This is an optimization exercise on Yosys and OpenROAD, whose aim is small area and a short achievable clock period, not a production implementation.
The RTL was checked by simulation tests, not by an equivalence proof against the original design.

==> 12-11: inputs <==
Design intt4point, start of the top module:
module intt4point(
    input clk, rst,
    input [15:0] in0, in1, in2, in3,
    output [15:0] out0, out1, out2, out3
);
clock: 110.0 ns
lec_check: 0
cap_margin: 20
core_margin: 2
core_utilization: 60
slew_margin: 20
synth_hierarchical: 1
synth_minimum_keep_size: 0
standard.sh (not shown) runs the stock make flow with config.mk's settings and CLKGATE_MAP_FILE= SYNTH_SCRIPT=/design/flow/synth_recipe.tcl, a recipe that flattens the netlist after the stock synthesis.
==> flow/flow/run.sh <==
#!/bin/bash
set -e
export BUFFER_PORTS_ARGS="-buffer_cell sky130_fd_sc_hd__buf_1"
bash standard.sh > standard.log 2>&1
==> 08-13: changes against 12-11 <==
--- a/flow/config.mk
+++ b/flow/config.mk
@@ -7,7 +7,7 @@
 export LEC_CHECK = 0
 export CAP_MARGIN = 20
 export CORE_MARGIN = 2
-export CORE_UTILIZATION = 60
+export CORE_UTILIZATION = 75
 export SLEW_MARGIN = 20
 export SYNTH_HIERARCHICAL = 1
 export SYNTH_MINIMUM_KEEP_SIZE = 0
==> metrics.md <==
| Metric | Value |
|---|---|
| DP HPWL | `19.7 mm` |
| # rows | `48` |
| Area Overhead vs Synth | `8.49%` |
| Status | `no timing/DRC/antenna violations` |
| Final worst path period need | `32.21 ns` |
| Critical path's largest stage delay | `0.70 ns` |
| Buffering overhead | `3.48%` |
| First-pass GRT wire length | `36.6 mm` |
The numbers above come from 12-11.

==> metrics.md <==
| Metric | Value |
|---|---|
| Final worst path period need | `32.25 ns` |
| DP HPWL | `20.3 mm` |
| # rows | `43` |
| Critical path's largest stage delay | `0.61 ns` |
| Buffering overhead | `3.50%` |
| Status | `no timing/DRC/antenna violations` |
| First-pass GRT wire length | `38.7 mm` |
The numbers above come from 08-13.


========
==> v30 <==
intt4point, a different RTL version from the one above (not shown whole).
Settings: LEC_CHECK=0, CAP_MARGIN=20, CORE_MARGIN=2, CORE_UTILIZATION=40, SLEW_MARGIN=20, SYNTH_HIERARCHICAL=1, SYNTH_MINIMUM_KEEP_SIZE=0; clock period 110.0 ns.
run.sh (not shown) runs the stock make flow with config.mk's settings and CLKGATE_MAP_FILE= SYNTH_SCRIPT=/design/flow/synth_recipe.tcl, a recipe that flattens the netlist after the stock synthesis.
Stock flow here: none of the scripts above is used.
==> inputs of v13, as changes to v30 <==
==> flow/flow/run.sh (new file) <==
#!/bin/bash
set -e
export BUFFER_PORTS_ARGS="-buffer_cell sky130_fd_sc_hd__buf_1"
bash standard.sh > standard.log 2>&1
==> flow/standard.sh (new file) <==
#!/bin/bash
# synth_recipe.tcl (not shown) runs the flow's synth.tcl, then flattens the netlist and writes it again
# the make line also repeats each setting of config.mk as NAME=value (left out here)
make -C /OpenROAD-flow-scripts/flow DESIGN_CONFIG=/design/flow/config.mk WORK_HOME=/design/flow/orfs CLKGATE_MAP_FILE= SYNTH_SCRIPT=/design/flow/synth_recipe.tcl "${@:-finish}"
removed: flow/run.sh
==> run summary <==
Die area is the same in v13 and v30.
Against v30, the worst setup slack of v13 is higher by 0.42 ns.
Against v13, the first-iteration DRC count of v30 is larger by about 28%.
In clock-buffer cell count, v13 and v30 do not differ.
In critical path depth, v30 and v13 do not differ.
==> figures <==
                                                              v13         v30
Status                           no timing/DRC/antenna violations  no timing/DRC/antenna violations
Final period demand of the worst path                    32.42 ns    32.83 ns
Total Wirelength                                          24.5 mm     24.2 mm
Share of cell area taken by multi-input logic gates         75.5%       71.8%
Routed wl met3                                            1.37 mm     1.28 mm
Wire length of the first global-routing pass              39.9 mm     39.5 mm
Routed len/inst                                           16.8 um     16.6 um
Setup slack of the critical path after layout            77.58 ns    77.17 ns
Global routing usage summed across all routing layers       18.1%       18.0%
Met2 track demand over resource in global routing           27.4%       27.6%
Longest individual stage delay on the worst path          0.64 ns     0.63 ns

========
==> inputs of build 91 <==
Another version of the RTL of intt4point (not shown whole).
// intt4point
module intt4point(
    input clk, rst,
    input [15:0] in0, in1, in2, in3,
    output [15:0] out0, out1, out2, out3
);
==> flow/config.mk <==
export PLATFORM = sky130hd
export DESIGN_NAME = intt4point
export DESIGN_NICKNAME = intt4point
export VERILOG_FILES = /design/flow/design.v
export SDC_FILE = /design/flow/constraint.sdc
export NUM_CORES = 4
export LEC_CHECK = 0
export CAP_MARGIN = 20
export CORE_MARGIN = 2
export CORE_UTILIZATION = 40
export SLEW_MARGIN = 20
export SYNTH_HIERARCHICAL = 1
export SYNTH_MINIMUM_KEEP_SIZE = 0
==> flow/constraint.sdc <==
create_clock -name core_clock -period 110.0 [get_ports {clk}]
set_input_delay 22.0000 -clock core_clock [delete_from_list [all_inputs] [get_ports {clk}]]
set_output_delay 22.0000 -clock core_clock [all_outputs]
set_load 0.01 [all_outputs]
Stock flow here: none of the scripts above is used.
==> build 5 (differences from build 91) <==
==> flow/flow/run.sh (new file) <==
#!/bin/bash
set -e
export BUFFER_PORTS_ARGS="-buffer_cell sky130_fd_sc_hd__buf_1"
bash standard.sh > standard.log 2>&1
==> flow/standard.sh (new file) <==
#!/bin/bash
# synth_recipe.tcl (not shown) runs the flow's synth.tcl, then flattens the netlist and writes it again
# the make line also repeats each setting of config.mk as NAME=value (left out here)
make -C /OpenROAD-flow-scripts/flow DESIGN_CONFIG=/design/flow/config.mk WORK_HOME=/design/flow/orfs CLKGATE_MAP_FILE= SYNTH_SCRIPT=/design/flow/synth_recipe.tcl "${@:-finish}"
removed: flow/run.sh
==> build 31 (differences from build 91) <==
--- a/flow/design.v
+++ b/flow/design.v
@@ -2,14 +2,15 @@
     input clk, rst,
     input [15:0] in0, in1, in2, in3,
     output [15:0] out0, out1, out2, out3
 );
   wire [12:0] z0, z1, z2, z3;
-  reg [14:0] rs0;
+  reg [12:0] rz0;
   reg [14:0] rs2;
   reg [12:0] rb;
   reg [12:0] rd;
+  wire [12:0] x0z;
   wire [12:0] dmz;
   wire [12:0] bmz;
   wire [12:0] g0 = in0[12:0] & {13{~rst}};
   wire [12:0] g1 = in1[12:0] & {13{~rst}};
   wire [12:0] g2 = in2[12:0] & {13{~rst}};
@@ -273,35 +274,37 @@
   wire s252, c253;
   fa_m us252 (.a(s25), .b(i251), .c(c250), .s(s252), .co(c253));
   wire i254 = ~c52;
   wire s255, c256;
   fa_m us255 (.a(c26), .b(i254), .c(c253), .s(s255), .co(c256));
-  wire [14:0] rs0_d = {c214, s213, s211, s209, s207, s205, s203, s201, s199, s197, s195, s193, s191, s189, s187};
+  wire s257, c258;
+  xn_m us257 (.a(s187), .b(s189), .y(s257));
+  or_m uc258 (.a(s187), .b(s189), .y(c258));
+  wire s259, c260;
+  ha_m us259 (.a(s187), .b(s205), .s(s259), .co(c260));
+  wire s261, c262;
+  fa_m us261 (.a(s189), .b(s207), .c(c260), .s(s261), .co(c262));
+  wire s263, c264;
+  ha_m us263 (.a(s209), .b(c262), .s(s263), .co(c264));
+  wire s265, c266;
+  ha_m us265 (.a(s211), .b(c264), .s(s265), .co(c266));
+  wire s267, c268;
+  fa_m us267 (.a(s213), .b(s187), .c(c266), .s(s267), .co(c268));
+  wire i269 = ~s257;
+  wire s270, c271;
+  fa_m us270 (.a(c214), .b(i269), .c(c268), .s(s270), .co(c271));
+  wire i272 = ~c258;
+  wire s273, c274;
+  xn_m us273 (.a(i272), .b(c271), .y(s273));
+  or_m uc274 (.a(i272), .b(c271), .y(c274));
+  wire [12:0] w275 = {s270, s267, s265, s263, s261, s259, s203, s201, s199, s197, s195, s193, s191};
+  assign x0z = s273 ? w275 + 13'd7681 : w275;
+  wire [12:0] rz0_d = {x0z[12], x0z[11], x0z[10], x0z[9], x0z[8], x0z[7], x0z[6], x0z[5], x0z[4], x0z[3], x0z[2], x0z[1], x0z[0]};
   wire [14:0] rs2_d = {c256, s255, s252, s249, s246, s243, s240, s237, s234, s231, s228, s225, s222, s219, s216};
   wire [12:0] rb_d = {bmz[12], bmz[11], bmz[10], bmz[9], bmz[8], bmz[7], bmz[6], bmz[5], bmz[4], bmz[3], bmz[2], bmz[1], bmz[0]};
   wire [12:0] rd_d = {dmz[12], dmz[11], dmz[10], dmz[9], dmz[8], dmz[7], dmz[6], dmz[5], dmz[4], dmz[3], dmz[2], dmz[1], dmz[0]};
-  wire i257 = ~rs0[1];
-  wire s258, c259;
-  ha_m us258 (.a(i257), .b(rs0[14]), .s(s258), .co(c259));
-  wire s260, c261;
-  ha_m us260 (.a(rs0[0]), .b(rs0[9]), .s(s260), .co(c261));
-  wire s262, c263;
-  fa_m us262 (.a(rs0[1]), .b(rs0[10]), .c(c261), .s(s262), .co(c263));
-  wire s264, c265;
-  ha_m us264 (.a(rs0[11]), .b(c263), .s(s264), .co(c265));
-  wire s266, c267;
-  ha_m us266 (.a(rs0[12]), .b(c265), .s(s266), .co(c267));
-  wire s268, c269;
-  fa_m us268 (.a(rs0[13]), .b(rs0[0]), .c(c267), .s(s268), .co(c269));
-  wire i270 = ~rs0[0];
-  wire s271, c272;
-  fa_m us271 (.a(i270), .b(s258), .c(c269), .s(s271), .co(c272));
-  wire s273, c274;
-  xn_m us273 (.a(c259), .b(c272), .y(s273));
-  or_m uc274 (.a(c259), .b(c272), .y(c274));
-  wire [12:0] w275 = {s271, s268, s266, s264, s262, s260, rs0[8], rs0[7], rs0[6], rs0[5], rs0[4], rs0[3], rs0[2]};
-  assign z0 = s273 ? w275 + 13'd7681 : w275;
+  assign z0 = rz0;
   wire i276 = ~rs2[1];
   wire s277, c278;
   xn_m us277 (.a(i276), .b(rs2[14]), .y(s277));
   or_m uc278 (.a(i276), .b(rs2[14]), .y(c278));
   wire i279 = ~rs2[7];
@@ -971,11 +974,11 @@
   wire i926 = ~s920;
   wire [12:0] w927 = {i926, i925, i924, s913, s910, s907, s904, s902, s899, s896, s893, s891, s889};
   wire i928 = ~s922;
   assign z3 = i928 ? w927 + 13'd7681 : w927;
   always @(posedge clk) begin
-    rs0 <= rs0_d;
+    rz0 <= rz0_d;
     rs2 <= rs2_d;
     rb <= rb_d;
     rd <= rd_d;
   end
   assign out0 = {3'b000, z0};
==> flow/flow/run.sh (new file) <==
#!/bin/bash
set -e
export BUFFER_PORTS_ARGS="-buffer_cell sky130_fd_sc_hd__buf_1"
export SETUP_SLACK_MARGIN=79.4
bash standard.sh > standard.log 2>&1
==> flow/standard.sh (new file) <==
#!/bin/bash
# synth_recipe.tcl (not shown) runs the flow's synth.tcl, then flattens the netlist and writes it again
# the make line also repeats each setting of config.mk as NAME=value (left out here)
make -C /OpenROAD-flow-scripts/flow DESIGN_CONFIG=/design/flow/config.mk WORK_HOME=/design/flow/orfs CLKGATE_MAP_FILE= SYNTH_SCRIPT=/design/flow/synth_recipe.tcl "${@:-finish}"
removed: flow/run.sh
==> notes <==
Build 31 finished clean. Build 91 passed the timing, design-rule and antenna checks. Build 5 produced a clean layout. Against build 31, the routed wire length of build 5 is higher by 3.4%. Worst hold slack: build 5 < build 31 < build 91. Maximum frequency: build 31 > build 5 > build 91. Global-route usage: build 31 < build 5 < build 91. Sequential share of layout area, highest first: build 5, build 31, build 91.

-- separate check: timing with driven ports --
The results above use ideal ports. As a check the final layouts listed here were re-extracted and re-timed, cells and wires unchanged. Step 1 assumes that a clkbuf_16 drives the clock port and a buf_2 every other input. Step 2 adds t to the input delays and takes it off the output delays; t is the mean of the earliest and latest rising clock arrival at the registers after step 1. Input paths then give back, and output paths get back, about the clock's delay inside the block. a / b / c = no drivers / after step 1 / after step 2; a / b = the first two.
run | shift t [ns] | slack for setup (ns) | worst hold slack (ns) | worst data-port slew with drivers (ns)
12-11 | 0.347 | 77.785 / 77.754 / 78.102 | 21.987 / 21.981 / 22.328 | 0.04
08-13 | 0.355 | 77.752 / 77.717 / 78.072 | 21.982 / 21.970 / 22.325 | 0.05
v30 | 0.378 | 77.166 / 77.126 / 77.504 | 22.336 / 22.314 / 22.692 | 0.05
v13 | 0.384 | 77.583 / 77.541 / 77.925 | 22.020 / 22.001 / 22.385 | 0.08
build 91 | 0.338 | 78.510 / 78.471 / 78.809 | 22.528 / 22.512 / 22.850 | 0.06
build 5 | 0.333 | 78.881 / 78.842 / 79.175 | 22.192 / 22.175 / 22.507 | 0.07
build 31 | 0.329 | 79.689 / 79.650 / 79.438 | 22.215 / 22.196 / 22.412 | 0.04
After both steps setup and hold are still met in every run listed. For build 31, which loses most, drivers alone change the setup slack by -0.039 ns; drivers and shift together by -0.251 ns.
